This is an optimization exercise on Yosys and OpenROAD, whose aim is small area, a short achievable clock period and few clock cycles, not a production implementation.
The RTL was checked by simulation tests, not by an equivalence proof against the original design.
Power is estimated from default activity; no workload was simulated.

build 57:
==> flow/design.v (excerpt) <==
module div (
    input wire clk,
    input wire rst_n,
    input wire [32-1:0] dividend_i,
    input wire [32-1:0] divisor_i,
    input wire                       start_i,
    input wire                       ctrl_ready_i,
    input wire [                3:0] op_i,
    output wire [32-1:0] result_o,
    output reg                        busy_o,
    output reg                        valid_o
);
For scale: ~1500 cells after synthesis, ~120 flip-flops, ~12000 µm² of cells after synthesis.
==> flow/config.mk <==
export PLATFORM = sky130hd
export DESIGN_NAME = div
export DESIGN_NICKNAME = div
export VERILOG_FILES = /design/flow/design.v
export SDC_FILE = /design/flow/constraint.sdc
export NUM_CORES = 4
export LEC_CHECK = 0
export CAP_MARGIN = 20
export CORE_MARGIN = 2
export CORE_UTILIZATION = 50
export PLACE_DENSITY = 0.65
export SETUP_SLACK_MARGIN = 4.75
export SLEW_MARGIN = 20
==> flow/constraint.sdc <==
create_clock -name core_clock -period 8.0 [get_ports {clk}]
set_input_delay 1.6000 -clock core_clock [delete_from_list [all_inputs] [get_ports {clk}]]
set_output_delay 1.6000 -clock core_clock [all_outputs]
set_load 0.01 [all_outputs]
standard.sh (not shown) runs the stock make flow with config.mk's settings and CLKGATE_MAP_FILE= SYNTH_SCRIPT=/design/flow/synth_recipe.tcl, a recipe that flattens the netlist after the stock synthesis.
==> flow/flow/run.sh <==
#!/bin/bash
# The standard layout (the standard.sh, standard synthesis included),
# with the port buffers that ORFS inserts before global placement made
# from sky130_fd_sc_hd__buf_1 instead of the library's pick.
set -euo pipefail
export BUFFER_PORTS_ARGS="-buffer_cell sky130_fd_sc_hd__buf_1"
bash standard.sh > standard.log 2>&1
In summary, build 57 completed successfully, with a layout that passed the timing, design-rule and antenna checks.
Testbench counts of build 57, summed over its fixed seeds: cycles 63,187.
Input-level comparison between build 60 and build 57:
# build 57
export LEC_CHECK = 0
export CAP_MARGIN = 20
export CORE_MARGIN = 2
export CORE_UTILIZATION = 50
export PLACE_DENSITY = 0.65
export SETUP_SLACK_MARGIN = 4.75
export SLEW_MARGIN = 20
create_clock -name core_clock -period 8.0 [get_ports {clk}]
# build 60
export LEC_CHECK = 0
export ABC_AREA = 1
export CAP_MARGIN = 20
export CORE_MARGIN = 2
export CORE_UTILIZATION = 50
export PLACE_DENSITY = 0.65
export SETUP_SLACK_MARGIN = 4.85
export SLEW_MARGIN = 20
create_clock -name core_clock -period 8.0 [get_ports {clk}]
[summary]
The post-placement setup slack of build 60 exceeds that of build 57 by 0.27 ns.
Re worst setup slack: build 60 is 0.19 ns up on build 57.
Against build 57, build 60 comes in 580 higher on final cell count.
Destination of the critical timing path = x[30]: build 60; destination of the critical timing path = r[27]: build 57
Relative to build 57, the multi-input combinational cell area measured on build 60 has decreased by a few percent.
Taking build 57 as the reference point, the wire length reported by the detailed router of build 60 rises by 2.0%.
Relative to build 57, average detailed-routed wire length per instance has decreased by about 21% in build 60.
Changes observed in build 60 relative to build 57: total of clock buffers placed in the layout went down by 10, global router's overall resource usage shrank by 0.79 points, count of port buffers added during placement ~0 delta.
> inputs changed (build 60 -> build 75)
# build 60
export LEC_CHECK = 0
export ABC_AREA = 1
export CAP_MARGIN = 20
export CORE_MARGIN = 2
export CORE_UTILIZATION = 50
export PLACE_DENSITY = 0.65
export SETUP_SLACK_MARGIN = 4.85
export SLEW_MARGIN = 20
create_clock -name core_clock -period 8.0 [get_ports {clk}]
# build 75
export LEC_CHECK = 0
export ABC_AREA = 1
export CAP_MARGIN = 20
export CORE_MARGIN = 2
export CORE_UTILIZATION = 50
export PLACE_DENSITY = 0.65
export SETUP_SLACK_MARGIN = 5
export SLEW_MARGIN = 20
create_clock -name core_clock -period 8.0 [get_ports {clk}]
- From build 60 to build 75 the numbers moved as follows: total half-perimeter wirelength after legalization and detailed placement was more or less identical, data arrival at the endpoint of the critical path went up by 0.09 ns.
- Re detailed-route vias per instance: build 75 is about 3% up on build 60.
- Delta (build 75 minus build 60): combinational power up about 9%, footprint of the multi-input gates up 460 µm², synthesized cell count flat.
- Compared with build 60, build 75 shows post-route core utilization higher by 4.9 points.
- NOTE: non-clock buffer contribution to total cell area in build 75 exceeds that of build 60
- Between build 60 and build 75, number of inserted filler cells in the final layout is lower for build 75, build 60 comes in above that.
- Build 75 finished every step from synthesis to the final layout, and the layout passed the timing, design-rule and antenna checks.
- The share of layout cells above drive strength 1 reported for build 75 is greater than that of build 60 by 8.3 points.
- Between build 60 and build 75, power spent charging and discharging nets increased.
Relative to build 75, the following input files were edited for build 36:
# build 75
export LEC_CHECK = 0
export ABC_AREA = 1
export CAP_MARGIN = 20
export CORE_MARGIN = 2
export CORE_UTILIZATION = 50
export PLACE_DENSITY = 0.65
export SETUP_SLACK_MARGIN = 5
export SLEW_MARGIN = 20
create_clock -name core_clock -period 8.0 [get_ports {clk}]
# build 36
export LEC_CHECK = 0
export ABC_AREA = 1
export CAP_MARGIN = 20
export CORE_MARGIN = 2
export CORE_UTILIZATION = 50
export PLACE_DENSITY = 0.65
export SETUP_SLACK_MARGIN = 4.5
export SLEW_MARGIN = 20
create_clock -name core_clock -period 8.0 [get_ports {clk}]
--- outcome ---
Run comparison: build 36 worst setup path endpoint r[16]; build 75 worst setup path endpoint pb[1]. | number of clock buffer instances in the layout | higher: build 36 |. Wire length (build 36 vs. build 75) decreases by more than 10%. [compare] base=build 75 new=build 36: weighted congestion at the end of routability-driven global placement decreased about 2.3%; power after layout decreased about 15%; met2 wire length decreased 15%; worst setup slack before clock tree synthesis increased 0.13 ns; total global routing track utilization decreased 2.5 points. A startpoint of the worst setup timing path of op_i[2] is what build 75 shows, while state[1] belongs to build 36.
For build 34, these inputs were changed with respect to build 36:
# build 36
export LEC_CHECK = 0
export ABC_AREA = 1
export CAP_MARGIN = 20
export CORE_MARGIN = 2
export CORE_UTILIZATION = 50
export PLACE_DENSITY = 0.65
export SETUP_SLACK_MARGIN = 4.5
export SLEW_MARGIN = 20
create_clock -name core_clock -period 8.0 [get_ports {clk}]
# build 34
export LEC_CHECK = 0
export ABC_AREA = 1
export CAP_MARGIN = 20
export CORE_MARGIN = 2
export CORE_UTILIZATION = 50
export PLACE_DENSITY = 0.65
export SETUP_SLACK_MARGIN = 4.75
export SLEW_MARGIN = 20
create_clock -name core_clock -period 8.0 [get_ports {clk}]
[summary]
Compared with build 36, build 34 ends up with more cell area.
Between build 36 and build 34, switching share of total power is lower for build 34, build 36 comes in above that.
Compared to build 36, build 34 has flip-flop and latch share of the layout cell area 0.92 points lower.
| part of the power in combinational logic | higher: build 34 |
The final wirelength reported for build 34 is greater than that of build 36 by about 2.6%.
NOTE: final core utilization in build 34 exceeds that of build 36
The total placed cells including tap cells on build 36 is in line with that on build 34.
Build 34 reports its slowest cell on the critical path as sky130_fd_sc_hd__nor2_4 while build 36 reports sky130_fd_sc_hd__fa_1.
As far as global-route wire length before repair is concerned, build 34 and build 36 perform about the same.
#### Input delta (build 31 over build 34)
# build 34
export LEC_CHECK = 0
export ABC_AREA = 1
export CAP_MARGIN = 20
export CORE_MARGIN = 2
export CORE_UTILIZATION = 50
export PLACE_DENSITY = 0.65
export SETUP_SLACK_MARGIN = 4.75
export SLEW_MARGIN = 20
create_clock -name core_clock -period 8.0 [get_ports {clk}]
# build 31
export LEC_CHECK = 0
export ABC_AREA = 1
export CAP_MARGIN = 20
export CORE_MARGIN = 2
export CORE_UTILIZATION = 60
export PLACE_DENSITY = 0.75
export SETUP_SLACK_MARGIN = 4.75
export SLEW_MARGIN = 20
create_clock -name core_clock -period 8.0 [get_ports {clk}]
[summary]
The slew at the pin closest to its max-slew limit reported for build 31 is smaller than that of build 34 by 0.036 ns. Build 31 | status: complete | timing, DRC, antenna: pass. Compare build 31 and build 34 | number of detailed-route iterations in the first pass higher: build 31. H-tree level count: build 31 vs build 34 identical.

==> afterwards: timing with drivers on the ports <==
Ports are ideal in the flow. The routed layouts listed here were re-timed in OpenROAD.
Step 1 (the two cells are an assumption about what drives the block):
set clk [get_ports {clk}]
set_driving_cell -lib_cell sky130_fd_sc_hd__clkbuf_16 $clk
set_driving_cell -lib_cell sky130_fd_sc_hd__buf_2 [delete_from_list [all_inputs] $clk]
Step 2, shift: input delay + t, output delay - t, t = (earliest + latest rising clock arrival at the registers) / 2. This alone moves slack from input paths to output paths.
Three values: ideal, step 1, step 2; two values: the first two.
| run | t, ns | slack for setup (ns) | worst register clock-pin slew, ns | worst data-port slew with drivers (ns) |
|---|---|---|---|---|
| build 57 | 0.481 | 4.595 / 4.595 / 4.325 | 0.06 / 0.06 | 0.04 |
| build 60 | 0.479 | 4.786 / 4.786 / 4.415 | 0.06 / 0.06 | 0.06 |
| build 75 | 0.480 | 4.848 / 4.832 / 4.351 | 0.06 / 0.06 | 0.08 |
| build 36 | 0.475 | 4.620 / 4.620 / 4.233 | 0.06 / 0.06 | 0.04 |
| build 34 | 0.480 | 4.834 / 4.856 / 4.380 | 0.06 / 0.06 | 0.04 |
| build 31 | 0.478 | 4.807 / 4.810 / 4.363 | 0.06 / 0.06 | 0.05 |
After both steps every run listed still meets setup and hold. For build 75, which loses most, drivers alone change the setup slack by -0.016 ns; drivers and shift together by -0.497 ns.
